From an optimization exercise on the open Yosys and OpenROAD flow, aimed at a short achievable clock period and few clock cycles; shortcuts taken in it are not production practice.
In this exercise RTL edits were held to simulation tests only and were not proved equivalent to the original.
Power is estimated from default activity; no workload was simulated.

File: flow/design.v
`timescale 1ns / 1ps
module control(
    input  [31:0] ir,
    output [3:0]  alu_op,
    output        memtoreg, memwrite, sb, alu_src, regwrite, syscall, signext,
    output        beq, bne, bgtz, jr, j, jal, srlv,
    output [4:0]  wnum,
    output        use_rs, use_rt, is_mem, is_jump
    );
    wire [5:0] op = ir[31:26];
    wire [5:0] fn = ir[5:0];
    wire rt0 = (op == 6'd0);
    wire SLL  = rt0 & (fn == 6'd0);
    wire SRL  = rt0 & (fn == 6'd2);
    wire SRA  = rt0 & (fn == 6'd3);
    wire SRLV = rt0 & (fn == 6'd6);
    wire JR   = rt0 & (fn == 6'd8);
    wire SYSC = rt0 & (fn == 6'd12);
    wire ADD  = rt0 & (fn == 6'd32);
    wire ADDU = rt0 & (fn == 6'd33);
    wire SUB  = rt0 & (fn == 6'd34);
    wire SUBU = rt0 & (fn == 6'd35);
    wire AND  = rt0 & (fn == 6'd36);
    wire OR   = rt0 & (fn == 6'd37);
    wire NOR  = rt0 & (fn == 6'd39);
    wire SLT  = rt0 & (fn == 6'd42);
    wire SLTU = rt0 & (fn == 6'd43);
    wire RT   = rt0 & ~SYSC;
    wire J     = (op == 6'd2);
    wire JAL   = (op == 6'd3);
    wire BEQ   = (op == 6'd4);
    wire BNE   = (op == 6'd5);
    wire BGTZ  = (op == 6'd7);
    wire ADDI  = (op == 6'd8);
    wire ADDIU = (op == 6'd9);
    wire SLTI  = (op == 6'd10);
    wire ANDI  = (op == 6'd12);
    wire ORI   = (op == 6'd13);
    wire LW    = (op == 6'd35);
    wire SB    = (op == 6'd40);
    wire SW    = (op == 6'd43);
    assign memtoreg = LW;
    assign memwrite = SW | SB;
    assign sb       = SB;
    assign alu_src  = ADDI | ANDI | ADDIU | SLTI | ORI | LW | SW | SB;
    assign regwrite = RT | JAL | ADDI | ANDI | ADDIU | SLTI | ORI | LW;
    assign syscall  = SYSC;
    assign signext  = ~(ANDI | ORI);
    assign beq = BEQ; assign bne = BNE; assign bgtz = BGTZ;
    assign jr = JR; assign j = J; assign jal = JAL; assign srlv = SRLV;
    assign wnum = JAL ? 5'd31 : RT ? ir[15:11] : ir[20:16];
    assign use_rs = ~(SLL | SRL | SRA | J | JAL);
    assign use_rt = rt0 | BEQ | BNE | SW | SB;
    assign is_mem = LW | SW | SB;
    assign is_jump = J | JAL | JR;
    assign alu_op = (ADD | ADDU | ADDI | ADDIU | LW | SW | SB) ? 4'd5 :
                    SLL ? 4'd0 :
                    SRA ? 4'd1 :
                    (SRL | SRLV) ? 4'd2 :
                    (SUB | SUBU) ? 4'd6 :
                    (AND | ANDI) ? 4'd7 :
                    (OR | ORI) ? 4'd8 :
                    (SLT | SLTI) ? 4'd11 :
                    SLTU ? 4'd12 :
                    NOR ? 4'd10 : 4'd13;
endmodule
`timescale 1ns / 1ps
module ALU(
	input [31:0] x,
	input [31:0] y,
	input [9:0] op,
	input [4:0] shamt,
	output [31:0] res1
    );
wire sub = op[1] | op[5] | op[6];
wire [32:0] sum = {1'b0, x} + {1'b0, y ^ {32{sub}}} + {32'd0, sub};
wire slt  = (x[31] ^ y[31]) ? x[31] : sum[31];
wire sltu = ~sum[32];
wire [31:0] sra = $signed(y) >>> shamt;
assign res1 = ({32{op[0] | op[1]}} & sum[31:0]) |
              ({32{op[2]}} & (x & y)) |
              ({32{op[3]}} & (x | y)) |
              ({32{op[4]}} & ~(x | y)) |
              {31'd0, (op[5] & slt) | (op[6] & sltu)} |
              ({32{op[7]}} & (y << shamt)) |
              ({32{op[8]}} & (y >> shamt)) |
              ({32{op[9]}} & sra);
endmodule
`timescale 1ns / 1ps
module BrUnit(
	input [31:0] x, y,
	input [2:0] op,
	output taken
    );
wire equal = (x == y);
wire gtz = ~x[31] & (x != 32'd0);
assign taken = (op[0] & equal) | (op[1] & ~equal) | (op[2] & gtz);
endmodule
`timescale 1ns / 1ps
module SuccCache(
	input clk, rst, clear,
	input we,
	input [11:2] wkey,
	input [31:0] wword,
	input [11:2] k0, k1, k2, k3, k4, k5, k6, k7,
	output h0, h1, h2, h3, h4, h5, h6, h7,
	output [31:0] w0, w1, w2, w3, w4, w5, w6, w7
    );
reg [15:0] valid;
reg [5:0]  tag  [0:15];
reg [31:0] word [0:15];
always @(posedge clk or posedge rst) begin
	if (rst) valid <= 16'd0;
	else if (clear) valid <= 16'd0;
	else if (we) valid[wkey[5:2]] <= 1'b1;
end
always @(posedge clk) begin
	if (we) begin
		tag[wkey[5:2]] <= wkey[11:6];
		word[wkey[5:2]] <= wword;
	end
end
assign h0 = valid[k0[5:2]] & (tag[k0[5:2]] == k0[11:6]);
assign h1 = valid[k1[5:2]] & (tag[k1[5:2]] == k1[11:6]);
assign h2 = valid[k2[5:2]] & (tag[k2[5:2]] == k2[11:6]);
assign h3 = valid[k3[5:2]] & (tag[k3[5:2]] == k3[11:6]);
assign h4 = valid[k4[5:2]] & (tag[k4[5:2]] == k4[11:6]);
assign h5 = valid[k5[5:2]] & (tag[k5[5:2]] == k5[11:6]);
assign h6 = valid[k6[5:2]] & (tag[k6[5:2]] == k6[11:6]);
assign h7 = valid[k7[5:2]] & (tag[k7[5:2]] == k7[11:6]);
assign w0 = word[k0[5:2]];
assign w1 = word[k1[5:2]];
assign w2 = word[k2[5:2]];
assign w3 = word[k3[5:2]];
assign w4 = word[k4[5:2]];
assign w5 = word[k5[5:2]];
assign w6 = word[k6[5:2]];
assign w7 = word[k7[5:2]];
endmodule
`timescale 1ns / 1ps
module g_a22oi(input a1, a2, b1, b2, output y); assign y = ~((a1 & a2) | (b1 & b2)); endmodule
module g_nand4(input a, b, c, d, output y); assign y = ~(a & b & c & d); endmodule
module g_nor2(input a, b, output y); assign y = ~(a | b); endmodule
module g_nand2(input a, b, output y); assign y = ~(a & b); endmodule
module g_and2(input a, b, output y); assign y = a & b; endmodule
module g_nor3(input a, b, c, output y); assign y = ~(a | b | c); endmodule
module sel32(input [31:0] sel, input [1023:0] d, output [31:0] y);
genvar b, k;
generate for (b = 0; b < 32; b = b + 1) begin : g_bit
	wire [15:0] t;
	wire [3:0] u;
	wire [1:0] v;
	for (k = 0; k < 16; k = k + 1) begin : g_t
		g_a22oi x(sel[2*k], d[32*(2*k)+b], sel[2*k+1], d[32*(2*k+1)+b], t[k]);
	end
	for (k = 0; k < 4; k = k + 1) begin : g_u
		g_nand4 x(t[4*k], t[4*k+1], t[4*k+2], t[4*k+3], u[k]);
	end
	g_nor2 x0(u[0], u[1], v[0]);
	g_nor2 x1(u[2], u[3], v[1]);
	g_nand2 x2(v[0], v[1], y[b]);
end endgenerate
endmodule
module dec32(input [4:0] a, output [31:0] y);
wire [3:0] lo; wire [7:0] hi;
genvar i;
generate
	for (i = 0; i < 4; i = i + 1) begin : g_lo
		g_nor2 x(a[0] ^ i[0], a[1] ^ i[1], lo[i]);
	end
	for (i = 0; i < 8; i = i + 1) begin : g_hi
		g_nor3 x(a[2] ^ i[0], a[3] ^ i[1], a[4] ^ i[2], hi[i]);
	end
	for (i = 0; i < 32; i = i + 1) begin : g_y
		g_and2 x(lo[i % 4], hi[i / 4], y[i]);
	end
endgenerate
endmodule
module psel8(input [4:0] p, input [255:0] d, output [7:0] y);
wire [31:0] s;
dec32 dd(p, s);
genvar b, k;
generate for (b = 0; b < 8; b = b + 1) begin : g_bit
	wire [15:0] t;
	wire [3:0] u;
	wire [1:0] v;
	for (k = 0; k < 16; k = k + 1) begin : g_t
		g_a22oi x(s[2*k], d[8*(2*k)+b], s[2*k+1], d[8*(2*k+1)+b], t[k]);
	end
	for (k = 0; k < 4; k = k + 1) begin : g_u
		g_nand4 x(t[4*k], t[4*k+1], t[4*k+2], t[4*k+3], u[k]);
	end
	g_nor2 x0(u[0], u[1], v[0]);
	g_nor2 x1(u[2], u[3], v[1]);
	g_nand2 x2(v[0], v[1], y[b]);
end endgenerate
endmodule
`timescale 1ns / 1ps
module RegFile(
	input [4:0] Ra0, Rb0, Ra1, Rb1,
	input [4:0] W0_num, W1_num,
	input [31:0] Din0, Din1,
	input WE0, WE1,
	input clk,
	output [31:0] Qa0, Qb0, Qa1, Qb1,
	output [31:0] V0_data,
	output [31:0] A0_data,
	output GZa0, GZa1         
    );
wire [31:0] q [0:31];
assign q[0] = 32'd0;
genvar k;
generate
	for (k = 1; k < 32; k = k + 1) begin : g_reg
		reg [31:0] r;
		always @(posedge clk)
			if (WE1 && W1_num == k) r <= Din1;
			else if (WE0 && W0_num == k) r <= Din0;
		assign q[k] = r;
	end
endgenerate
wire [1023:0] flat;
genvar f;
generate for (f = 0; f < 32; f = f + 1) begin : g_flat
	assign flat[32*f+31:32*f] = q[f];
end endgenerate
wire [31:0] da0, db0, da1, db1;
dec32 dA0(Ra0, da0);
dec32 dB0(Rb0, db0);
dec32 dA1(Ra1, da1);
dec32 dB1(Rb1, db1);
sel32 sA0(da0, flat, Qa0);
sel32 sB0(db0, flat, Qb0);
sel32 sA1(da1, flat, Qa1);
sel32 sB1(db1, flat, Qb1);
wire [31:0] gz;
assign gz[0] = 1'b0;
genvar z;
generate for (z = 1; z < 32; z = z + 1) begin : g_gz
	assign gz[z] = ~q[z][31] & (q[z] != 32'd0);
end endgenerate
assign GZa0 = |(da0 & gz);
assign GZa1 = |(da1 & gz);
assign V0_data = q[2];
assign A0_data = q[4];
endmodule
`timescale 1ns / 1ps
module LedData(show, R2, clk, clr, data);
    input show, clk, clr;
    input [31:0] R2;
    output reg [31:0]data;
    always @(posedge clr or posedge clk) begin
		if(clr == 1) begin
			data <= 0;
		end
		else if(show == 1) begin
			data <= R2;
		end
	end
endmodule
`timescale 1ns / 1ps
module Counter(running, clk, clr, count);
    input running,clk,clr;
    output reg [31:0] count;
    always @(posedge clk) begin
     if(clr) count <= 0;
      else  if(running) count <= count+1;
    end
endmodule
`timescale 1ns / 1ps
module RAM(wsel, lane, data_in, sb, memWrite, clk, clr, data_out, mem_probe, probe);
    input [31:0] wsel;
    input [1:0] lane;
    input [31:0] data_in;
    input sb, memWrite, clk, clr;
    output reg [31:0] data_out;
    output [31:0] mem_probe;
    input wire [4:0] probe;
    wire [31:0] words [0:31];
    genvar fw, sl;
    generate for (sl = 0; sl < 4; sl = sl + 1) begin : g_sl
        wire [255:0] flat;
        for (fw = 0; fw < 32; fw = fw + 1) begin : g_flat
            assign flat[8*fw+7:8*fw] = words[fw][8*sl+7:8*sl];
        end
        psel8 pm(probe, flat, mem_probe[8*sl+7:8*sl]);
    end endgenerate
    integer i;
    always @(*) begin
        data_out = 32'd0;
        for (i = 0; i < 32; i = i + 1) begin
            data_out = data_out | ({32{wsel[i]}} & words[i]);
        end
    end
    genvar w, b;
    generate
        for (w = 0; w < 32; w = w + 1) begin : g_word
            for (b = 0; b < 4; b = b + 1) begin : g_byte
                reg [7:0] byte_q;
                always @(posedge clk or posedge clr) begin
                    if(clr) byte_q <= 8'h0;
                    else if(memWrite && wsel[w] && (!sb || lane == b))
                        byte_q <= sb ? data_in[7:0] : data_in[8*b+7:8*b];
                end
                assign words[w][8*b+7:8*b] = byte_q;
            end
        end
    endgenerate
endmodule
`timescale 1ns / 1ps
module MIPS_CPU(
	input rst, Go, clk,
	output [31:0] Leddata, Count_cycle, Count_branch, Count_jmp,
	input [4:0] probe,
	output [31:0] mem_probe,
	output [9:0] imem_addr,
	input [31:0] imem_data,
	output halted
    );
reg run;
reg [31:0] PC;
assign imem_addr = PC[11:2];
assign halted = ~run;
reg        I1_valid;
reg [31:0] I1_word;
wire [31:0] IR0 = imem_data;
wire [31:0] IR1 = I1_word;
wire [3:0] alu_op0, alu_op1;
wire memtoreg0, memwrite0, sb0, alu_src0, regwrite0, syscall0, signext0;
wire beq0, bne0, bgtz0, jr0, j0, jal0, srlv0;
wire [4:0] wnum0;
wire use_rs0, use_rt0, is_mem0, is_jump0;
control ctl0(IR0, alu_op0, memtoreg0, memwrite0, sb0, alu_src0, regwrite0, syscall0, signext0,
	beq0, bne0, bgtz0, jr0, j0, jal0, srlv0, wnum0, use_rs0, use_rt0, is_mem0, is_jump0);
wire memtoreg1, memwrite1, sb1, alu_src1, regwrite1, syscall1, signext1;
wire beq1, bne1, bgtz1, jr1, j1, jal1, srlv1;
wire [4:0] wnum1;
wire use_rs1, use_rt1, is_mem1, is_jump1;
control ctl1(IR1, alu_op1, memtoreg1, memwrite1, sb1, alu_src1, regwrite1, syscall1, signext1,
	beq1, bne1, bgtz1, jr1, j1, jal1, srlv1, wnum1, use_rs1, use_rt1, is_mem1, is_jump1);
wire [4:0] rs0 = IR0[25:21], rt0 = IR0[20:16];
wire [4:0] rs1 = IR1[25:21], rt1 = IR1[20:16];
wire [31:0] imm0 = {{16{signext0 & IR0[15]}}, IR0[15:0]};
wire [31:0] imm1 = {{16{signext1 & IR1[15]}}, IR1[15:0]};
reg        B0_regwrite, B1_regwrite, B_memwrite;
reg        B0_memtoreg, B1_memtoreg, B0_jal, B1_jal, B_sb;
reg [4:0]  B0_wnum, B1_wnum;
reg [9:0]  B0_aluop, B1_aluop;
reg [4:0]  B0_shamt, B1_shamt;
reg [31:0] B0_x, B0_y, B1_x, B1_y, B_sd, B0_pc4, B1_pc4;
reg [6:0]  B_mx, B_my;        
reg        B_mslot;           
reg        B0_cb, B1_cb, B0_pt, B1_pt, B0_jmp, B1_jmp;
reg [2:0]  B0_bop, B1_bop;    
reg [31:0] B0_alt, B1_alt;    
wire [31:0] B0_din, B1_din;
wire B0_ok = B0_regwrite & (B0_wnum != 5'd0);
wire B1_ok = B1_regwrite & (B1_wnum != 5'd0);
wire [31:0] rf_a0, rf_b0, rf_a1, rf_b1, rf_v0, rf_a0r;
wire rf_gz0, rf_gz1;
RegFile regFile1(rs0, rt0, rs1, rt1, B0_wnum, B1_wnum, B0_din, B1_din,
	B0_regwrite, B1_we, clk, rf_a0, rf_b0, rf_a1, rf_b1, rf_v0, rf_a0r,
	rf_gz0, rf_gz1);
function [2:0] srcsel;
	input [4:0] r;
	input b1ok, b0ok;
	input [4:0] w1, w0;
	reg m1, m0;
	begin
		m1 = b1ok & (w1 == r);
		m0 = b0ok & (w0 == r);
		srcsel = {m1, ~m1 & m0, ~m1 & ~m0};
	end
endfunction
function [31:0] pick;
	input [2:0] s;
	input [31:0] rf, d0, d1;
	begin
		pick = ({32{s[0]}} & rf) | ({32{s[1]}} & d0) | ({32{s[2]}} & d1);
	end
endfunction
wire [2:0] sa0 = srcsel(rs0, B1_ok, B0_ok, B1_wnum, B0_wnum);
wire [2:0] tb0 = srcsel(rt0, B1_ok, B0_ok, B1_wnum, B0_wnum);
wire [2:0] sa1 = srcsel(rs1, B1_ok, B0_ok, B1_wnum, B0_wnum);
wire [2:0] tb1 = srcsel(rt1, B1_ok, B0_ok, B1_wnum, B0_wnum);
wire [2:0] sv0 = srcsel(5'd2, B1_ok, B0_ok, B1_wnum, B0_wnum);
wire [2:0] sa0r = srcsel(5'd4, B1_ok, B0_ok, B1_wnum, B0_wnum);
wire [31:0] A0  = pick(sa0, rf_a0, B0_din, B1_din);
wire [31:0] Bv0 = pick(tb0, rf_b0, B0_din, B1_din);
wire [31:0] A1  = pick(sa1, rf_a1, B0_din, B1_din);
wire [31:0] Bv1 = pick(tb1, rf_b1, B0_din, B1_din);
wire [31:0] V0  = pick(sv0, rf_v0, B0_din, B1_din);
wire [31:0] A0r = pick(sa0r, rf_a0r, B0_din, B1_din);
wire show = syscall0 & (V0 == 32'd34) & ~mis;
wire halt = syscall0 & (V0 != 32'd34) & ~mis;
function [9:0] aluoh;
	input [3:0] c;
	begin
		case (c)
			4'd5:  aluoh = 10'b0000000001;
			4'd6:  aluoh = 10'b0000000010;
			4'd7:  aluoh = 10'b0000000100;
			4'd8:  aluoh = 10'b0000001000;
			4'd10: aluoh = 10'b0000010000;
			4'd11: aluoh = 10'b0000100000;
			4'd12: aluoh = 10'b0001000000;
			4'd0:  aluoh = 10'b0010000000;
			4'd2:  aluoh = 10'b0100000000;
			4'd1:  aluoh = 10'b1000000000;
			default: aluoh = 10'b0000000000;
		endcase
	end
endfunction
wire cb0 = beq0 | bne0 | bgtz0;
wire cb1 = beq1 | bne1 | bgtz1;
wire gzd0 = ~B0_din[31] & (B0_din != 32'd0);
wire gzd1 = ~B1_din[31] & (B1_din != 32'd0);
wire gz0 = (sa0[0] & rf_gz0) | (sa0[1] & gzd0) | (sa0[2] & gzd1);
wire gz1 = (sa1[0] & rf_gz1) | (sa1[1] & gzd0) | (sa1[2] & gzd1);
wire pt0 = bne0 | (beq0 & IR0[15]) | (bgtz0 & gz0);    
wire pt1 = bne1 | (beq1 & IR1[15]) | (bgtz1 & gz1);
wire taken0 = cb0 & pt0;
wire taken1 = cb1 & pt1;
wire mis;                   
wire mis0;
wire [31:0] redirect;
wire dep = regwrite0 & (wnum0 != 5'd0) &
	((use_rs1 & (rs1 == wnum0)) | (use_rt1 & (rt1 == wnum0)));
wire pair = I1_valid & ~syscall0 & ~is_jump0 & ~syscall1 & ~(is_mem0 & is_mem1) & ~dep;
wire ex0 = ~mis;             
wire ex1 = pair & ~taken0 & ~mis;    
wire [31:0] PC4 = PC + 32'd4;
wire [31:0] PC8 = PC + 32'd8;
wire [31:0] bt0 = PC4 + {imm0[29:0], 2'b00};
wire [31:0] bt1 = PC8 + {imm1[29:0], 2'b00};
wire [31:0] jt0 = {PC[31:28], IR0[25:0], 2'b00};
wire [31:0] jt1 = {PC4[31:28], IR1[25:0], 2'b00};
wire [31:0] seq0 = jr0 ? A0 : (j0 | jal0) ? jt0 : PC4;
wire [31:0] seq1 = jr1 ? A1 : (j1 | jal1) ? jt1 : taken1 ? bt1 : PC8;
wire [31:0] nextA = taken0 ? bt0 : pair ? seq1 : seq0;
wire [31:0] nextPC = mis ? redirect : nextA;
reg        f_seq;
reg [11:2] f_addr;
wire [11:2] kp4  = PC[11:2] + 10'd1;
wire [11:2] kp8  = PC[11:2] + 10'd2;
wire [11:2] kbt0 = PC[11:2] + 10'd1 + imm0[9:0];
wire [11:2] kbt1 = PC[11:2] + 10'd2 + imm1[9:0];
wire hp4, hp8, hbt0, hjt0, hbt1, hjt1, hra0, hra1;
wire [31:0] wp4, wp8, wbt0, wjt0, wbt1, wjt1, wra0, wra1;
SuccCache cache(clk, rst, run & halt, run & f_seq, f_addr, IR0,
	kp4, kp8, kbt0, IR0[9:0], kbt1, IR1[9:0], B0_alt[11:2], B1_alt[11:2],
	hp4, hp8, hbt0, hjt0, hbt1, hjt1, hra0, hra1,
	wp4, wp8, wbt0, wjt0, wbt1, wjt1, wra0, wra1);
wire        hrd = mis0 ? hra0 : hra1;
wire [31:0] wrd = mis0 ? wra0 : wra1;
wire        n1_v0 = ~jr0 & ((j0 | jal0) ? hjt0 : hp4);
wire [31:0] n1_w0 = (j0 | jal0) ? wjt0 : wp4;
wire        n1_v1 = ~jr1 & ((j1 | jal1) ? hjt1 : taken1 ? hbt1 : hp8);
wire [31:0] n1_w1 = (j1 | jal1) ? wjt1 : taken1 ? wbt1 : wp8;
wire        n1_v = mis ? hrd : taken0 ? hbt0 : pair ? n1_v1 : n1_v0;
wire [31:0] n1_w = mis ? wrd : taken0 ? wbt0 : pair ? n1_w1 : n1_w0;
always @(posedge clk or posedge rst) begin
	if (rst) begin
		f_seq <= 1'b0;
		I1_valid <= 1'b0;
	end else if (run) begin
		f_seq <= ~halt & ~mis & ~taken0 & ~is_jump0 & (~pair | (~taken1 & ~is_jump1));
		I1_valid <= ~halt & n1_v;
	end else begin
		f_seq <= 1'b0;
		I1_valid <= 1'b0;
	end
end
always @(posedge clk) begin
	if (run) begin
		f_addr <= pair ? kp4 : PC[11:2];
		I1_word <= n1_w;
	end
end
always @(posedge clk or posedge rst) begin
	if (rst) run <= 1'b1;
	else if (Go) run <= 1'b1;
	else if (run & halt) run <= 1'b0;
end
always @(posedge clk or posedge rst) begin
	if (rst) PC <= 32'd0;
	else if (run) PC <= nextPC;
	else if (IR0 == 32'd0) PC <= PC4;
end
always @(posedge clk or posedge rst) begin
	if (rst) begin
		B0_regwrite <= 1'b0; B1_regwrite <= 1'b0; B_memwrite <= 1'b0;
		B0_cb <= 1'b0; B1_cb <= 1'b0; B0_jmp <= 1'b0; B1_jmp <= 1'b0;
	end else if (run) begin
		B0_regwrite <= ex0 & regwrite0;
		B1_regwrite <= ex1 & regwrite1;
		B_memwrite <= (ex0 & memwrite0) | (ex1 & memwrite1);
		B0_cb <= ex0 & cb0;
		B1_cb <= ex1 & cb1;
		B0_jmp <= ex0 & is_jump0;
		B1_jmp <= ex1 & is_jump1;
	end else begin
		B0_regwrite <= 1'b0; B1_regwrite <= 1'b0; B_memwrite <= 1'b0;
		B0_cb <= 1'b0; B1_cb <= 1'b0; B0_jmp <= 1'b0; B1_jmp <= 1'b0;
	end
end
always @(posedge clk) begin
	if (run) begin
		B0_memtoreg <= memtoreg0; B0_jal <= jal0;
		B0_wnum <= wnum0; B0_aluop <= memtoreg0 ? 10'd0 : aluoh(alu_op0);
		B0_shamt <= srlv0 ? A0[4:0] : IR0[10:6];
		B0_x <= A0;
		B0_y <= alu_src0 ? imm0 : Bv0;
		B0_pc4 <= PC4;
		B0_pt <= pt0; B0_bop <= {bgtz0, bne0, beq0};
		B0_alt <= pt0 ? PC4 : bt0;
		B1_memtoreg <= memtoreg1; B1_jal <= jal1;
		B1_wnum <= wnum1; B1_aluop <= memtoreg1 ? 10'd0 : aluoh(alu_op1);
		B1_shamt <= srlv1 ? A1[4:0] : IR1[10:6];
		B1_x <= A1;
		B1_y <= alu_src1 ? imm1 : Bv1;
		B1_pc4 <= PC8;
		B1_pt <= pt1; B1_bop <= {bgtz1, bne1, beq1};
		B1_alt <= pt1 ? PC8 : bt1;
		B_sb <= is_mem0 ? sb0 : sb1;
		B_sd <= is_mem0 ? Bv0 : Bv1;
		B_mslot <= ~is_mem0;
		B_mx <= is_mem0 ? A0[6:0] : A1[6:0];
		B_my <= is_mem0 ? imm0[6:0] : imm1[6:0];
	end
end
wire act0, act1;
BrUnit bru0(B0_x, B0_y, B0_bop, act0);
BrUnit bru1(B1_x, B1_y, B1_bop, act1);
assign mis0 = B0_cb & (act0 != B0_pt);
wire mis1 = B1_cb & (act1 != B1_pt) & ~mis0;
assign mis = mis0 | mis1;
assign redirect = mis0 ? B0_alt : B1_alt;
wire B1_live = ~mis0;       
wire B1_we = B1_regwrite & B1_live;
wire B_mwe = B_memwrite & (~B_mslot | B1_live);
LedData led(run & show, A0r, clk, rst, Leddata);
wire [31:0] alu0, alu1;
ALU alu_0(B0_x, B0_y, B0_aluop, B0_shamt, alu0);
ALU alu_1(B1_x, B1_y, B1_aluop, B1_shamt, alu1);
wire [6:0] maddr = B_mx + B_my;
wire [31:0] B_wsel;
dec32 mdec(maddr[6:2], B_wsel);
wire [1:0] B_lane = maddr[1:0];
wire [31:0] mem_out;
RAM RAM1(B_wsel, B_lane, B_sd, B_sb, B_mwe, clk, rst, mem_out, mem_probe, probe);
assign B0_din = ({32{B0_jal}} & B0_pc4) | ({32{B0_memtoreg}} & mem_out) | alu0;
assign B1_din = ({32{B1_jal}} & B1_pc4) | ({32{B1_memtoreg}} & mem_out) | alu1;
wire br_cnt = (B0_cb & act0) | (B1_cb & act1 & B1_live);
wire jmp_cnt = B0_jmp | (B1_jmp & B1_live);
Counter count1(run, clk, rst, Count_cycle);
Counter count2(br_cnt, clk, rst, Count_branch);
Counter count3(jmp_cnt, clk, rst, Count_jmp);
endmodule
File: flow/run.sh
#!/bin/bash
# synth_recipe.tcl (not shown) runs the flow's synth.tcl, then flattens the netlist and writes it again
# the make line also repeats each setting of config.mk as NAME=value (left out here)
make -C /OpenROAD-flow-scripts/flow DESIGN_CONFIG=/design/flow/config.mk WORK_HOME=/design/flow/orfs CLKGATE_MAP_FILE= SYNTH_SCRIPT=/design/flow/synth_recipe.tcl finish
File: flow/config.mk
export PLATFORM = sky130hd
export DESIGN_NAME = MIPS_CPU
export DESIGN_NICKNAME = MIPS_CPU
export VERILOG_FILES = /design/flow/design.v
export SDC_FILE = /design/flow/constraint.sdc
export NUM_CORES = 8
export LEC_CHECK = 0
export CAP_MARGIN = 40
export CORE_MARGIN = 2
export CORE_UTILIZATION = 30
export PLACE_DENSITY = 0.5
export SETUP_SLACK_MARGIN = 4.5
export SLEW_MARGIN = 40
export SYNTH_HIERARCHICAL = 1
export SYNTH_MINIMUM_KEEP_SIZE = 0
export TNS_END_PERCENT = 100
File: flow/constraint.sdc
create_clock -name core_clock -period 10.0 [get_ports {clk}]
set_input_delay 2.0000 -clock core_clock [delete_from_list [all_inputs] [get_ports {clk}]]
set_output_delay 2.0000 -clock core_clock [all_outputs]
set_load 0.01 [all_outputs]
==> impl_metrics.ini, run 1 <==
[clocking]
clkLatencyLatePin_ps = 1150
ctsHoldBuffers = 0
cts_buffer_depth = 4
cts.sinks = 3202
clkTransAtPathRegs_ps = 60
cts_buffers = 400
cts-root-buf = clkbuf_16
htreeDepth = 5
cts_tree = built

[routing]
final_antenna_net_count = 0
dr_total_vias = 215187
drt_iter0_drc = 36712
vias_per_cell = 6.82
route.detailed.drc = 0
dr.pass1.iters = 10
wl_per_cell_um = 43.1
postRouteWirelength_um = 1360000

[synthesis]
syn_inst = 19725
synthesis.area_sq_mm = 0.243
yosys_warnings = 12
avgSynthCellArea_sq_um = 12.3

[die]
ios = 211
fp.dieH_um = 905
placementRows = 330
core_area_sq_mm = 0.808
die_area_sq_mm = 0.818
initial_core_util_pct = 30.1
die_x_um = 905

[power]
pwr_density_cell_mw_per_mm2 = 328
vdd_ir_drop_max_uv = 787
leakage_uw = 0.0981
power_uw = 94300

[grt]
antenna_found_initial = 101
grt_max_degree = 156
use_met2_pct = 45.4
grt_busiest_layer = met2
track_usage_pct = 31.6
use_met1_pct = 40.6
grtUsageMet3_pct = 8.98
grt_pass1_wl_um = 1820000
grt_pass1_vias = 199951
grt_overflow = 0

[timing]
whs_ps = 447
rsz0062_at_grt = true
slew_violations = 0
fin_crit_sh_pct = 66.0
max_freq_ghz = 0.152
final-hold-violation-count = 0
timing.slew.headroom_pct = 25.2
layout_min_cycle_time_ps = 6600
finClkSkew_ps = 120
worstMarginPinSlew_ps = 1110
finalSetupViolCount = 0
fin_ws_ps = 3400

[worst_setup_path]
crit_slowest_cell = or4_4
worstSetupStartpointType = flop
path_class = reg -> reg
end_kind = flop
critical_path_required_ps = 11000
crit_fanout = 8
cp.arrival_ps = 7600
cpPeakStageDelay_ps = 800

[min_path]
hold_path.class = reg -> reg

[layout]
area_growth_pct = 18.0
final_cell_mix = a22oi_2 (2608), edfxtp_1 (1992), mux4_2 (1624)
num-nets-final = 20571
mostFrequentLayoutCell = a22oi_2
drive_gt1_share_pct = 46.2
final_area_sq_mm = 0.287

[flow_run]
max_cap_viol_count = 0

[place]
gp_congestion = 1.03
place_ws_ps = 743
io_buffer_count = 210
place_area_sq_mm = 0.261
dpl.hpwl_um = 924000

[run_status]
outcome = timing/DRC/antenna clean
## what timing repair did
action,CTS,global route
cloned,59,9
gates resized for setup,1177,419
setup buffers,414,150
endpoints found under the setup margin,2927,536
pin swaps,382,336
## state kept, by name, summed over array words and instances (netlist names), 10 cells and up
name	flops
B1_alt	30
B0_alt	30
B1_pc4	30
PC	32
cache.tag	96
cache.word	512
B1_x	32
B_sd	32
count3.count	32
f_addr	10
B0_aluop	10
RAM1.g_word.g_byte.byte_q	1024
B1_y	32
cache.valid	16
regFile1.g.r	992
B0_y	32
led.data	32
B1_aluop	10
count1.count	32
B0_pc4	32
I1_word	32
B0_x	32
count2.count	32
## per-stage QoR
step	utilization [%]	TNS, ps	std cells
2_1_floorplan	-	-6260670	19852
3_3_place_gp	32.2	0	30059
3_5_place_dp	32.3	0	30102
4_1_cts	35.0	0	31314
5_1_grt	35.5	0	31511
6_report	35.5	0	31555
## path summary, 6_finish.rpt
path	start	endpoint	slack, ps	cells after the start
setup / recovery	B_mx[1]$_DFFE_PP_	I1_valid$_DFF_PP0_	3400	28
max in group asynchronous	rst	RAM1.g_word[1].g_byte[0].byte_q[6]$_DFFE_PP0P_	6890	6
min in group asynchronous	rst	RAM1.g_word[17].g_byte[1].byte_q[3]$_DFFE_PP0P_	980	2
setup reg to reg	B_mx[1]$_DFFE_PP_	I1_valid$_DFF_PP0_	3400	28
hold / removal	PC[1]$_DFFE_PP0P_	B0_pc4[1]$_DFFE_PP_	450	0
hold reg to reg	PC[1]$_DFFE_PP0P_	B0_pc4[1]$_DFFE_PP_	450	0
## final cells by class
type	instances	area [sq um]
Antenna cell	62	155
Clock buffer	524	10900
Clock inverter	215	2490
Fill cell	78901	521000
Inverter	310	1370
Multi-Input combinational cell	14797	152000
Sequential cell	3202	89600
Tap cell	10790	13500
Timing Repair Buffer	1642	16700
Timing Repair inverter	13	246
## power breakdown
part | switching (uW) | internal (uW)
sequential | 5750 | 17600
combinational | 34500 | 21100
clock | 6660 | 8620
## worst max-delay path, delay by kind of cell (launching register included)
| kind | cells | cell delay [ps] |
|---|---|---|
| buffers and inverters | 7 | 1080 |
| XOR/XNOR | 1 | 210 |
| flip-flops | 1 | 390 |
| adder cells (fa/ha/maj) | 1 | 310 |
| AO/OA/AOI/OAI | 11 | 2300 |
| AND/OR/NAND/NOR | 8 | 2140 |
## metal layers
layer,vias up,part of all wire [%]
li1,82133,-
met1,110604,37
met2,17973,41
met3,4409,12
met4,68,9.3
met5,-,0.041
Testbench counts, summed over its fixed seeds: cycles 65,707.
==> run 2, diff against run 1 <==
--- a/flow/design.v
+++ b/flow/design.v
@@ -270,4 +270,4 @@
 `timescale 1ns / 1ps
-module RAM(wsel, lane, data_in, sb, memWrite, clk, clr, data_out, mem_probe, probe);
-    input [31:0] wsel;
+module RAM(rsel0, rsel1, wsel, lane, data_in, sb, memWrite, clk, clr, data_out, data_out1, mem_probe, probe);
+    input [31:0] rsel0, rsel1, wsel;
     input [1:0] lane;
@@ -275,3 +275,3 @@
     input sb, memWrite, clk, clr;
-    output reg [31:0] data_out;
+    output reg [31:0] data_out, data_out1;
     output [31:0] mem_probe;
@@ -290,4 +290,6 @@
         data_out = 32'd0;
+        data_out1 = 32'd0;
         for (i = 0; i < 32; i = i + 1) begin
-            data_out = data_out | ({32{wsel[i]}} & words[i]);
+            data_out = data_out | ({32{rsel0[i]}} & words[i]);
+            data_out1 = data_out1 | ({32{rsel1[i]}} & words[i]);
         end
@@ -350,5 +352,6 @@
 reg [31:0] B0_x, B0_y, B1_x, B1_y, B_sd, B0_pc4, B1_pc4;
-reg [6:0]  B_mx, B_my;        
+reg [6:0]  B0_mx, B0_my, B1_mx, B1_my;   
 reg        B_mslot;           
 reg        B0_cb, B1_cb, B0_pt, B1_pt, B0_jmp, B1_jmp;
+reg        B1_chain;           
 reg [2:0]  B0_bop, B1_bop;    
@@ -356,2 +359,3 @@
 wire [31:0] B0_din, B1_din;
+wire [31:0] alu0, alu1;
 wire B0_ok = B0_regwrite & (B0_wnum != 5'd0);
@@ -420,3 +424,6 @@
 wire pt0 = bne0 | (beq0 & IR0[15]) | (bgtz0 & gz0);    
-wire pt1 = bne1 | (beq1 & IR1[15]) | (bgtz1 & gz1);
+wire dep = regwrite0 & (wnum0 != 5'd0) &
+	((use_rs1 & (rs1 == wnum0)) | (use_rt1 & (rt1 == wnum0)));
+wire chain = dep & bgtz1 & ~memtoreg0 & ~jal0;
+wire pt1 = bne1 | (beq1 & IR1[15]) | (bgtz1 & (chain ? IR1[15] : gz1));
 wire taken0 = cb0 & pt0;
@@ -426,5 +433,3 @@
 wire [31:0] redirect;
-wire dep = regwrite0 & (wnum0 != 5'd0) &
-	((use_rs1 & (rs1 == wnum0)) | (use_rt1 & (rt1 == wnum0)));
-wire pair = I1_valid & ~syscall0 & ~is_jump0 & ~syscall1 & ~(is_mem0 & is_mem1) & ~dep;
+wire pair = I1_valid & ~syscall0 & ~is_jump0 & ~syscall1 & ~(memwrite0 & is_mem1) & (~dep | chain);    
 wire ex0 = ~mis;             
@@ -523,8 +528,9 @@
 		B1_pt <= pt1; B1_bop <= {bgtz1, bne1, beq1};
+		B1_chain <= chain;
 		B1_alt <= pt1 ? PC8 : bt1;
-		B_sb <= is_mem0 ? sb0 : sb1;
-		B_sd <= is_mem0 ? Bv0 : Bv1;
-		B_mslot <= ~is_mem0;
-		B_mx <= is_mem0 ? A0[6:0] : A1[6:0];
-		B_my <= is_mem0 ? imm0[6:0] : imm1[6:0];
+		B_sb <= memwrite0 ? sb0 : sb1;
+		B_sd <= memwrite0 ? Bv0 : Bv1;
+		B_mslot <= ~memwrite0;
+		B0_mx <= A0[6:0]; B0_my <= imm0[6:0];
+		B1_mx <= A1[6:0]; B1_my <= imm1[6:0];
 	end
@@ -533,3 +539,4 @@
 BrUnit bru0(B0_x, B0_y, B0_bop, act0);
-BrUnit bru1(B1_x, B1_y, B1_bop, act1);
+wire [31:0] B1_bx = B1_chain ? alu0 : B1_x;
+BrUnit bru1(B1_bx, B1_y, B1_bop, act1);
 assign mis0 = B0_cb & (act0 != B0_pt);
@@ -542,13 +549,15 @@
 LedData led(run & show, A0r, clk, rst, Leddata);
-wire [31:0] alu0, alu1;
 ALU alu_0(B0_x, B0_y, B0_aluop, B0_shamt, alu0);
 ALU alu_1(B1_x, B1_y, B1_aluop, B1_shamt, alu1);
-wire [6:0] maddr = B_mx + B_my;
-wire [31:0] B_wsel;
-dec32 mdec(maddr[6:2], B_wsel);
-wire [1:0] B_lane = maddr[1:0];
-wire [31:0] mem_out;
-RAM RAM1(B_wsel, B_lane, B_sd, B_sb, B_mwe, clk, rst, mem_out, mem_probe, probe);
-assign B0_din = ({32{B0_jal}} & B0_pc4) | ({32{B0_memtoreg}} & mem_out) | alu0;
-assign B1_din = ({32{B1_jal}} & B1_pc4) | ({32{B1_memtoreg}} & mem_out) | alu1;
+wire [6:0] maddr0 = B0_mx + B0_my;
+wire [6:0] maddr1 = B1_mx + B1_my;
+wire [31:0] wsel0, wsel1;
+dec32 mdec0(maddr0[6:2], wsel0);
+dec32 mdec1(maddr1[6:2], wsel1);
+wire [31:0] B_wsel = B_mslot ? wsel1 : wsel0;       
+wire [1:0]  B_lane = B_mslot ? maddr1[1:0] : maddr0[1:0];
+wire [31:0] mem_out0, mem_out1;
+RAM RAM1(wsel0, wsel1, B_wsel, B_lane, B_sd, B_sb, B_mwe, clk, rst, mem_out0, mem_out1, mem_probe, probe);
+assign B0_din = ({32{B0_jal}} & B0_pc4) | ({32{B0_memtoreg}} & mem_out0) | alu0;
+assign B1_din = ({32{B1_jal}} & B1_pc4) | ({32{B1_memtoreg}} & mem_out1) | alu1;
 wire br_cnt = (B0_cb & act0) | (B1_cb & act1 & B1_live);
==> run 2 against run 1 <==
Compared with the run above: design area is 4.0% higher; routed wire length grew 20%; cell count up 4.1%; setup slack got worse by 380 ps; clock power increased by 4%; fmax is 5.5% lower; critical path depth down 2; critical endpoint unchanged.
==> impl_metrics.ini, run 2 <==
[run_status]
outcome = timing/DRC/antenna clean

[die]
placementRows = 334
core_area_sq_mm = 0.827
die_x_um = 915
initial_core_util_pct = 30.1
die_area_sq_mm = 0.838
ios = 211
fp.dieH_um = 915

[worst_setup_path]
path_class = reg -> reg
worstSetupStartpointType = flop
crit_fanout = 13
cp.arrival_ps = 8020
critical_path_required_ps = 11040
end_kind = flop

[clocking]
cts_tree = built
cts_buffer_depth = 4
cts-root-buf = clkbuf_16
cts_buffers = 408
ctsHoldBuffers = 0
htreeDepth = 5
clkTransAtPathRegs_ps = 90
clkLatencyLatePin_ps = 1190
cts.sinks = 3203

[power]
pwr_density_cell_mw_per_mm2 = 333
leakage_uw = 0.103
vdd_ir_drop_max_uv = 647

[routing]
drt_iter0_drc = 36775
vias_per_cell = 6.99
wl_per_cell_um = 49.7
postRouteWirelength_um = 1630000
route.detailed.drc = 0
dr.pass1.iters = 8
final_antenna_net_count = 0
dr_total_vias = 229518

[grt]
grt_overflow = 0
grt_max_degree = 160
track_usage_pct = 37.0
grt_pass1_wl_um = 2120000
grt_pass1_vias = 212210
antenna_found_initial = 149

[timing]
whs_ps = 498
worstMarginPinSlew_ps = 1140
fin_crit_sh_pct = 69.8
slew_violations = 0
final-hold-violation-count = 0
finClkSkew_ps = 137
max_freq_ghz = 0.143
rsz0062_at_grt = true
finalSetupViolCount = 0
timing.slew.headroom_pct = 23.7
layout_min_cycle_time_ps = 6980

[min_path]
hold_path.class = reg -> reg

[layout]
regArea_sq_mm = 0.0897
multi_input_area_sq_mm = 0.159
mostFrequentLayoutCell = a22oi_2
final_cell_mix = a22oi_2 (2627), edfxtp_1 (1993), mux2_2 (1633)
num-nets-final = 21678
largest_reg_flops = 1024
largest-register = RAM1.g_word.g_byte.byte_q
area_growth_pct = 19.8
drive_gt1_share_pct = 46.8
fillCellCount = 80670
layout.cells.non_filler = 32833

[synthesis]
yosys_warnings = 12
syn_inst = 20559
synthesis.area_sq_mm = 0.249
avgSynthCellArea_sq_um = 12.1

[place]
dpl.hpwl_um = 1140000
gp_congestion = 1.05
place_inst = 31237
io_buffer_count = 210

[flow_run]
max_cap_viol_count = 0
run 2: area by class of cell:
type	count	share of cell area, %
repair buffers	1988	6.98
multi-input cells	15551	53.2
repair inverters	3	0.0176
clock buffers	511	3.70
clock inverters	248	0.966
diodes	94	0.0788
well taps	10920	4.58
flip-flops and latches	3203	30.0
inverters	315	0.460
run 2: through the flow:
stage / TNS [ps] / worst slack, ps / total power, uW / instance area, sq um / util [%]
after CTS: 0 / 3290 / 95100 / 292000 / 35.3
after global placement: 0 / 1050 / 76900 / 268000 / 32.4
final: 0 / 3020 / 99500 / 298000 / 36.1
after floorplan: -6260670 / -6110 / 50800 / 250000 / -
after global routing: 0 / 3040 / 100000 / 298000 / 36.0
after detailed placement: 0 / 1340 / 77000 / 269000 / 32.6
run 2: per-layer routing:
| metal | global-route usage [%] | routed length (um) | share of wire, % |
|---|---|---|---|
| met1 | 45.8 | 601000 | 37 |
| met2 | 54.5 | 684000 | 42 |
| met3 | 11.6 | 190000 | 12 |
| met4 | 26.6 | 156000 | 9.6 |
| met5 | 0.351 | 786 | 0.048 |
run 2: final timing paths:
| kind | slack [ps] | endpoint | cells past startpoint | start |
|---|---|---|---|---|
| setup reg to reg | 3020 | I1_valid$_DFF_PP0_ | 26 | B1_mx[1]$_DFFE_PP_ |
| min in group asynchronous | 1260 | RAM1.g_word[26].g_byte[1].byte_q[5]$_DFFE_PP0P_ | 3 | rst |
| max in group asynchronous | 6960 | RAM1.g_word[2].g_byte[0].byte_q[1]$_DFFE_PP0P_ | 6 | rst |
| hold / removal | 500 | count1.count[22]$_SDFFE_PP0P_ | 2 | count1.count[22]$_SDFFE_PP0P_ |
| setup / recovery | 3020 | I1_valid$_DFF_PP0_ | 26 | B1_mx[1]$_DFFE_PP_ |
| hold reg to reg | 500 | count1.count[22]$_SDFFE_PP0P_ | 2 | count1.count[22]$_SDFFE_PP0P_ |
run 2: what timing repair did:
item | 4_1_cts | 5_1_grt
setup buffers | 405 | 265
pin swaps | 390 | 377
endpoints found under the setup margin | 1871 | 1583
resized for setup | 1412 | 644
cloned | 40 | 20
run 2: worst max-delay path: stages (launching register included):
cell	delay (ps)
edfxtp_1	480
ha_1	330
a21o_1	220
a21oi_4	200
o21bai_1	100
a21oi_1	180
xnor2_1	180
buf_6	230
nor3_2	90
and2_4	290
buf_4	290
a22oi_1	230
nand4_1	270
or4_4	730
a221oi_2	270
buf_4	310
nand4_1	230
nor4_4	350
a21oi_4	180
o22ai_4	230
o21a_4	230
buf_12	180
buf_12	130
clkbuf_16	160
mux2i_1	200
a211oi_1	90
o311a_1	370
run 2: report_power, final:
group,total (uW),internal [uW],leakage [uW],switching (uW)
Sequential,24800,17600,0.0351,7180
Combinational,58800,21400,0.0607,37500
Clock,15900,9030,0.00674,6900
Total,99500,48000,0.103,51500
Testbench counts of run 2, summed over its fixed seeds: cycles 62,213.
==> run 3, diff against run 2 <==
--- a/flow/design.v
+++ b/flow/design.v
@@ -275,3 +275,3 @@
     input sb, memWrite, clk, clr;
-    output reg [31:0] data_out, data_out1;
+    output [31:0] data_out, data_out1;
     output [31:0] mem_probe;
@@ -287,11 +287,9 @@
     end endgenerate
-    integer i;
-    always @(*) begin
-        data_out = 32'd0;
-        data_out1 = 32'd0;
-        for (i = 0; i < 32; i = i + 1) begin
-            data_out = data_out | ({32{rsel0[i]}} & words[i]);
-            data_out1 = data_out1 | ({32{rsel1[i]}} & words[i]);
-        end
-    end
+    wire [1023:0] flatw;
+    genvar fx;
+    generate for (fx = 0; fx < 32; fx = fx + 1) begin : g_flatw
+        assign flatw[32*fx+31:32*fx] = words[fx];
+    end endgenerate
+    sel32 rd0(rsel0, flatw, data_out);
+    sel32 rd1(rsel1, flatw, data_out1);
     genvar w, b;
@@ -419,6 +417,4 @@
 wire cb1 = beq1 | bne1 | bgtz1;
-wire gzd0 = ~B0_din[31] & (B0_din != 32'd0);
-wire gzd1 = ~B1_din[31] & (B1_din != 32'd0);
-wire gz0 = (sa0[0] & rf_gz0) | (sa0[1] & gzd0) | (sa0[2] & gzd1);
-wire gz1 = (sa1[0] & rf_gz1) | (sa1[1] & gzd0) | (sa1[2] & gzd1);
+wire gz0 = sa0[0] ? rf_gz0 : IR0[15];
+wire gz1 = sa1[0] ? rf_gz1 : IR1[15];
 wire pt0 = bne0 | (beq0 & IR0[15]) | (bgtz0 & gz0);    
==> run 3 against run 2 <==
Compared with the run above: sequential cell count unchanged; synthesized cell count up 0.18%; utilization is 0.42 points lower; first-iteration DRC count is 9.4% lower; combinational power decreased by 4.6%; worst hold slack got worse by 42 ps; setup slack improved by 460 ps; register-to-register slack improved by 460 ps; total power fell by 5.1%; count of clock-buffer cells in the layout rose by 6; fmax increased by 7.1%; die area rose by 2.2%; highest routed layer unchanged.
==> impl_metrics.ini, run 3 <==
[place]
dpl.hpwl_um = 941000
place_area_sq_mm = 0.274
io_buffer_count = 210
gp_congestion = 1.04

[worst_setup_path]
worstSetupStartpointType = flop
crit_fanout = 8
cp.arrival_ps = 7420
cpPeakStageDelay_ps = 390
crit_slowest_cell = fa_2
cp_common_cell = buf_12
path_class = reg -> reg
critical_path_required_ps = 10900
end_kind = flop

[die]
initial_core_util_pct = 30.1
die_area_sq_mm = 0.856
die_x_um = 925
core_area_sq_mm = 0.847
ios = 211
placementRows = 338
fp.dieH_um = 925

[grt]
grt_overflow = 0
grt_pass1_vias = 209279
grt_max_degree = 144
antenna_found_initial = 124
track_usage_pct = 30.9
grt_pass1_wl_um = 1870000

[layout]
final_cell_mix = a22oi_2 (3587), edfxtp_1 (1993), mux4_2 (1624)
final_area_sq_mm = 0.302
final_core_util_pct = 35.7
multi_input_area_sq_mm = 0.165
regArea_sq_mm = 0.0897
mostFrequentLayoutCell = a22oi_2
area_growth_pct = 18.5
num-nets-final = 21734
largest-register = RAM1.g_word.g_byte.byte_q
drive_gt1_share_pct = 50.7
largest_reg_flops = 1024
fillCellCount = 82638

[power]
netSwitchingPower_uw = 47000
vdd_ir_drop_max_uv = 676
pwr_density_cell_mw_per_mm2 = 313
pwr-share-comb_pct = 59.4
power_uw = 94500
swShare_pct = 49.8
p_int_uw = 47400
p_clk_share_pct = 16.7
leakage_uw = 0.102
power_frac_seq_pct = 23.9

[timing]
slew_violations = 0
fin_crit_sh_pct = 65.2
finClkSkew_ps = 156
max_freq_ghz = 0.153
setup_tns_ps = 0
worstMarginPinSlew_ps = 1130
rsz0062_at_grt = true
layout_min_cycle_time_ps = 6520
whs_ps = 456
finalSetupViolCount = 0
final-hold-violation-count = 0
timing.slew.headroom_pct = 23.2

[synthesis]
synthesis.area_sq_mm = 0.255
yosys_warnings = 12
syn_inst = 20597
avgSynthCellArea_sq_um = 12.4

[clocking]
clkTransAtPathRegs_ps = 70
clkLatencyLatePin_ps = 1170
cts.sinks = 3203
ctsHoldBuffers = 0
cts_buffers = 403
cts_buffer_depth = 4
htreeDepth = 5
cts_tree = built
cts-root-buf = clkbuf_16

[routing]
route.detailed.drc = 0
postRouteWirelength_um = 1400000
drt_iter0_drc = 33323
wl_per_cell_um = 42.1
dr_total_vias = 221304
vias_per_cell = 6.68
final_antenna_net_count = 0
dr.pass1.iters = 7

[min_path]
hold_path.class = reg -> reg

[flow_run]
max_cap_viol_count = 0

[run_status]
outcome = timing/DRC/antenna clean
==> run 3: per-layer routing <==
layer	up-vias	global-route usage [%]	routed length, um
met3	3901	10.0	169000
met1	114293	39.0	520000
met2	16466	45.3	585000
met5	-	0.238	598
met4	46	20.5	121000
li1	86598	-	-
==> run 3: path summary, 6_finish.rpt <==
path	startpoint	to	slack [ps]	depth (start not counted)
max in group asynchronous	rst	RAM1.g_word[27].g_byte[2].byte_q[1]$_DFFE_PP0P_	6840	5
setup / recovery	B0_mx[0]$_DFFE_PP_	led.data[23]$_DFFE_PP0P_	3480	29
hold / removal	PC[0]$_DFFE_PP0P_	B0_alt[0]$_DFFE_PP_	460	0
setup reg to reg	B0_mx[0]$_DFFE_PP_	led.data[23]$_DFFE_PP0P_	3480	29
min in group asynchronous	rst	RAM1.g_word[4].g_byte[1].byte_q[4]$_DFFE_PP0P_	1030	2
hold reg to reg	PC[0]$_DFFE_PP0P_	B0_alt[0]$_DFFE_PP_	460	0
==> run 3: layout make-up <==
class                           count  share of cell area [%]
Antenna cell                       47                  0.0390
Clock buffer                      517                    3.67
Clock inverter                    227                   0.886
Inverter                          333                   0.475
Multi-Input combinational cell  15741                    54.5
Sequential cell                  3203                    29.7
Tap cell                        11220                    4.65
Timing Repair Buffer             1841                    6.05
==> run 3: per-stage QoR <==
step,std cells,setup WS (ps)
5_1_grt,33086,3390
6_report,33129,3480
3_5_place_dp,31589,2020
4_1_cts,32833,3720
3_3_place_gp,31526,1480
2_1_floorplan,20724,-6110
==> run 3: timing repair <==
action	in CTS	in global routing
gates resized for setup	1501	417
hold endpoints to repair	0	0
pin swaps	369	320
gates cloned	30	10
endpoints found under the setup margin	2719	1364
setup buffers	470	223
==> run 3: critical path: cells and delay by family (launching register included) <==
kind                     cells  cell delay, ps
AND/OR/NAND/NOR              8            2030
multiplexers                 1             300
buffers and inverters        9            1350
adder cells (fa/ha/maj)      2             590
XOR/XNOR                     1             190
AO/OA/AOI/OAI                8            1450
flip-flops                   1             380
==> run 3: power by group through the flow <==
| stage | registers, uW | clock network, uW | logic [uW] |
|---|---|---|---|
| global placement | 22700 | 0 | 50400 |
| CTS | 22400 | 15900 | 52700 |
| detailed placement | 22700 | 0 | 51000 |
| global route | 22900 | 16300 | 56700 |
| floorplan | 20600 | 0 | 31400 |
| finish | 22600 | 15700 | 56100 |
Testbench counts of run 3, summed over its fixed seeds: cycles 62,667.
==> run 4, diff against run 3 <==
--- a/flow/design.v
+++ b/flow/design.v
@@ -395,4 +395,6 @@
 wire [31:0] A0r = pick(sa0r, rf_a0r, B0_din, B1_din);
-wire show = syscall0 & (V0 == 32'd34) & ~mis;
-wire halt = syscall0 & (V0 != 32'd34) & ~mis;
+reg        B_sys;
+reg [31:0] B_v0, B_a0;
+wire show = B_sys & (B_v0 == 32'd34);
+wire halt = B_sys & (B_v0 != 32'd34);
 function [9:0] aluoh;
@@ -427,2 +429,3 @@
 wire mis;                   
+wire misx;                  
 wire mis0;
@@ -430,4 +433,4 @@
 wire pair = I1_valid & ~syscall0 & ~is_jump0 & ~syscall1 & ~(memwrite0 & is_mem1) & (~dep | chain);    
-wire ex0 = ~mis;             
-wire ex1 = pair & ~taken0 & ~mis;    
+wire ex0 = ~misx;            
+wire ex1 = pair & ~taken0 & ~misx;   
 wire [31:0] PC4 = PC + 32'd4;
@@ -441,3 +444,3 @@
 wire [31:0] nextA = taken0 ? bt0 : pair ? seq1 : seq0;
-wire [31:0] nextPC = mis ? redirect : nextA;
+wire [31:0] nextPC = halt ? B0_pc4 : mis ? redirect : nextA;
 reg        f_seq;
@@ -467,3 +470,3 @@
 	end else if (run) begin
-		f_seq <= ~halt & ~mis & ~taken0 & ~is_jump0 & (~pair | (~taken1 & ~is_jump1));
+		f_seq <= ~misx & ~taken0 & ~is_jump0 & (~pair | (~taken1 & ~is_jump1));
 		I1_valid <= ~halt & n1_v;
@@ -494,2 +497,3 @@
 		B0_cb <= 1'b0; B1_cb <= 1'b0; B0_jmp <= 1'b0; B1_jmp <= 1'b0;
+		B_sys <= 1'b0;
 	end else if (run) begin
@@ -499,2 +503,3 @@
 		B0_cb <= ex0 & cb0;
+		B_sys <= ex0 & syscall0;
 		B1_cb <= ex1 & cb1;
@@ -505,2 +510,3 @@
 		B0_cb <= 1'b0; B1_cb <= 1'b0; B0_jmp <= 1'b0; B1_jmp <= 1'b0;
+		B_sys <= 1'b0;
 	end
@@ -516,2 +522,3 @@
 		B0_pt <= pt0; B0_bop <= {bgtz0, bne0, beq0};
+		B_v0 <= V0; B_a0 <= A0r;
 		B0_alt <= pt0 ? PC4 : bt0;
@@ -540,2 +547,3 @@
 assign mis = mis0 | mis1;
+assign misx = mis | halt;
 assign redirect = mis0 ? B0_alt : B1_alt;
@@ -544,3 +552,3 @@
 wire B_mwe = B_memwrite & (~B_mslot | B1_live);
-LedData led(run & show, A0r, clk, rst, Leddata);
+LedData led(run & show, B_a0, clk, rst, Leddata);
 ALU alu_0(B0_x, B0_y, B0_aluop, B0_shamt, alu0);
==> run 4 against run 3 <==
Compared with the run above: register-to-register slack got worse by 260 ps; routed wire length fell by 1.1%; critical endpoint is now count2.count[31]$_SDFFE_PP0P_; critical path type unchanged; count of clock-buffer cells in the layout rose by 11; via count rose by 0.51%; total power rose by 2.7%.
==> impl_metrics.ini, run 4 <==
[run_status]
outcome = timing/DRC/antenna clean

[clocking]
cts_buffer_depth = 4
cts.sinks = 3268
ctsHoldBuffers = 0
cts_tree = built
htreeDepth = 5
cts_buffers = 411
cts-root-buf = clkbuf_16
clkLatencyLatePin_ps = 1140
clkTransAtPathRegs_ps = 60

[layout]
final_cell_mix = a22oi_2 (3584), edfxtp_1 (2057), mux4_2 (1612)
regArea_sq_mm = 0.0916
area_growth_pct = 20.4
mostFrequentLayoutCell = a22oi_2
fillCellCount = 83167
largest_reg_flops = 1024
largest-register = RAM1.g_word.g_byte.byte_q
drive_gt1_share_pct = 51.7
num-nets-final = 21985
multi_input_area_sq_mm = 0.167

[power]
power_uw = 97000
leakage_uw = 0.104
pwr_density_cell_mw_per_mm2 = 313
vdd_ir_drop_max_uv = 557

[timing]
timing.slew.headroom_pct = 25.4
rsz0062_at_grt = true
slew_violations = 0
setup_tns_ps = 0
fin_crit_sh_pct = 67.8
layout_min_cycle_time_ps = 6780
final-hold-violation-count = 0
finalSetupViolCount = 0
max_freq_ghz = 0.148
finClkSkew_ps = 173
worstMarginPinSlew_ps = 1110

[worst_setup_path]
worstSetupStartpointType = flop
critical_path_required_ps = 10950
r2r_start = B0_aluop[6]$_SDFFCE_PP0P_
r2r_end = count2.count[31]$_SDFFE_PP0P_
crit_fanout = 6
reg2reg_depth = 29
cp_common_cell = buf_6
crit_path_start = B0_aluop[6]$_SDFFCE_PP0P_
cpPeakStageDelay_ps = 440
ff2ff_setup_slack_ps = 3220
critPathCapture = count2.count[31]$_SDFFE_PP0P_
path_class = reg -> reg
crit_slowest_cell = edfxtp_1
cp.arrival_ps = 7730
end_kind = flop

[grt]
grt_max_degree = 147
use_met2_pct = 43.8
track_usage_pct = 30.2
grt_pass1_vias = 208434
antenna_found_initial = 97
use_met1_pct = 38.5
grt_overflow = 0
grt_busiest_layer = met2
grtUsageMet3_pct = 9.39
grt_pass1_wl_um = 1840000

[synthesis]
synthesis.area_sq_mm = 0.257
yosys_warnings = 12
syn_inst = 20690
avgSynthCellArea_sq_um = 12.4

[routing]
vias_per_cell = 6.61
dr.pass1.iters = 6
route.detailed.drc = 0
dr_total_vias = 222429
final_antenna_net_count = 0
drt_iter0_drc = 33585
postRouteWirelength_um = 1380000
wl_per_cell_um = 41.0

[die]
ios = 211
core_area_sq_mm = 0.856
fp.dieH_um = 930
placementRows = 340
die_area_sq_mm = 0.865
die_x_um = 930
initial_core_util_pct = 30.1

[place]
gp_congestion = 1.03
dpl.hpwl_um = 934000
io_buffer_count = 210

[min_path]
hold_path.class = reg -> reg

[flow_run]
max_cap_viol_count = 0
-- run 4: final cells by class --
cell class | instances | share of cell area (%)
Multi-Input combinational cell | 15782 | 53.8
Sequential cell | 3268 | 29.6
Timing Repair Buffer | 2018 | 6.83
Tap cell | 11457 | 4.63
Clock buffer | 528 | 3.63
Clock inverter | 247 | 1.01
Inverter | 291 | 0.428
Antenna cell | 81 | 0.0654
Timing Repair inverter | 2 | 0.00565
-- run 4: per-layer routing --
layer	up-vias	wire (um)
li1	87517	-
met1	114860	520000
met2	16230	574000
met3	3784	165000
met4	38	123000
met5	-	254
-- run 4: metrics by stage --
stage | setup WS [ps] | hold WS (ps) | instance area, sq um | instances | util, %
floorplan | -6110 | 425 | 258000 | 20817 | -
global placement | 933 | 435 | 275000 | 31764 | 32.1
detailed placement | 1280 | 442 | 277000 | 31828 | 32.3
CTS | 3380 | 456 | 302000 | 33158 | 35.3
global route | 2990 | 461 | 310000 | 33633 | 36.2
finish | 3220 | 455 | 310000 | 33674 | 36.2
-- run 4: power breakdown --
group / switching, uW / internal (uW)
registers: 5150 / 17900
logic: 35700 / 21900
clock network: 6850 / 9540
total: 47700 / 49300
-- run 4: timing repair --
item	CTS	global route
endpoints found under the setup margin	2709	1422
gates cloned	21	28
pin swaps	355	412
gates resized for setup	1678	868
buffers inserted	534	398
-- run 4: critical path: cells and delay by family, from the launching register on --
| kind | cells | cell delay [ps] |
|---|---|---|
| adder cells (fa/ha/maj) | 1 | 340 |
| multiplexers | 4 | 1160 |
| XOR/XNOR | 2 | 270 |
| buffers and inverters | 7 | 810 |
| AND/OR/NAND/NOR | 9 | 1960 |
| AO/OA/AOI/OAI | 6 | 1640 |
| flip-flops | 1 | 440 |
-- run 4: worst min-delay path by stage --
| stage | start | endpoint | slack (ps) | cells past startpoint |
|---|---|---|---|---|
| detailed placement | PC[1]$_DFFE_PP0P_ | B0_alt[1]$_DFFE_PP_ | 440 | 0 |
| global route | PC[1]$_DFFE_PP0P_ | B0_alt[1]$_DFFE_PP_ | 460 | 0 |
| finish | PC[1]$_DFFE_PP0P_ | B0_alt[1]$_DFFE_PP_ | 450 | 0 |
| global placement | PC[0]$_DFFE_PP0P_ | B0_alt[0]$_DFFE_PP_ | 440 | 0 |
| floorplan | PC[0]$_DFFE_PP0P_ | B0_alt[0]$_DFFE_PP_ | 420 | 0 |
| CTS | PC[1]$_DFFE_PP0P_ | B0_alt[1]$_DFFE_PP_ | 460 | 0 |
Testbench counts of run 4, summed over its fixed seeds: cycles 63,050.

[re-timing with driven ports]
The flow's constraints put no driver on any port. The routed layouts listed below were extracted and timed again, unchanged, in two steps.
Step 1 sets driving cells, clkbuf_16 on the clock port and buf_2 on the other inputs (assumed; they add their load-dependent delay and slew).
Step 2 moves the port delays by t, midway between the first and last clock arrival at a register: inputs arrive t later, outputs are due t later. That takes back most of the time a late clock gives input paths.
Slacks: ideal ports / drivers / drivers and shift; pairs: ideal ports / drivers.
| run | t, ns | setup WS [ns] | worst setup path at the end | worst slew at a driven data input, ns |
|---|---|---|---|---|
| run 1 | 1.247 | 3.401 / 3.401 / 2.684 | input to register | 0.21 |
| run 2 | 1.284 | 3.020 / 3.020 / 2.345 | input to register | 0.30 |
| run 3 | 1.230 | 3.482 / 3.482 / 2.758 | input to register | 0.21 |
| run 4 | 1.200 | 3.221 / 3.221 / 2.554 | input to register | 0.18 |
After both steps setup and hold are still met in every run listed. For run 3, which loses most, drivers alone change the setup slack by 0.000 ns; drivers and shift together by -0.724 ns.
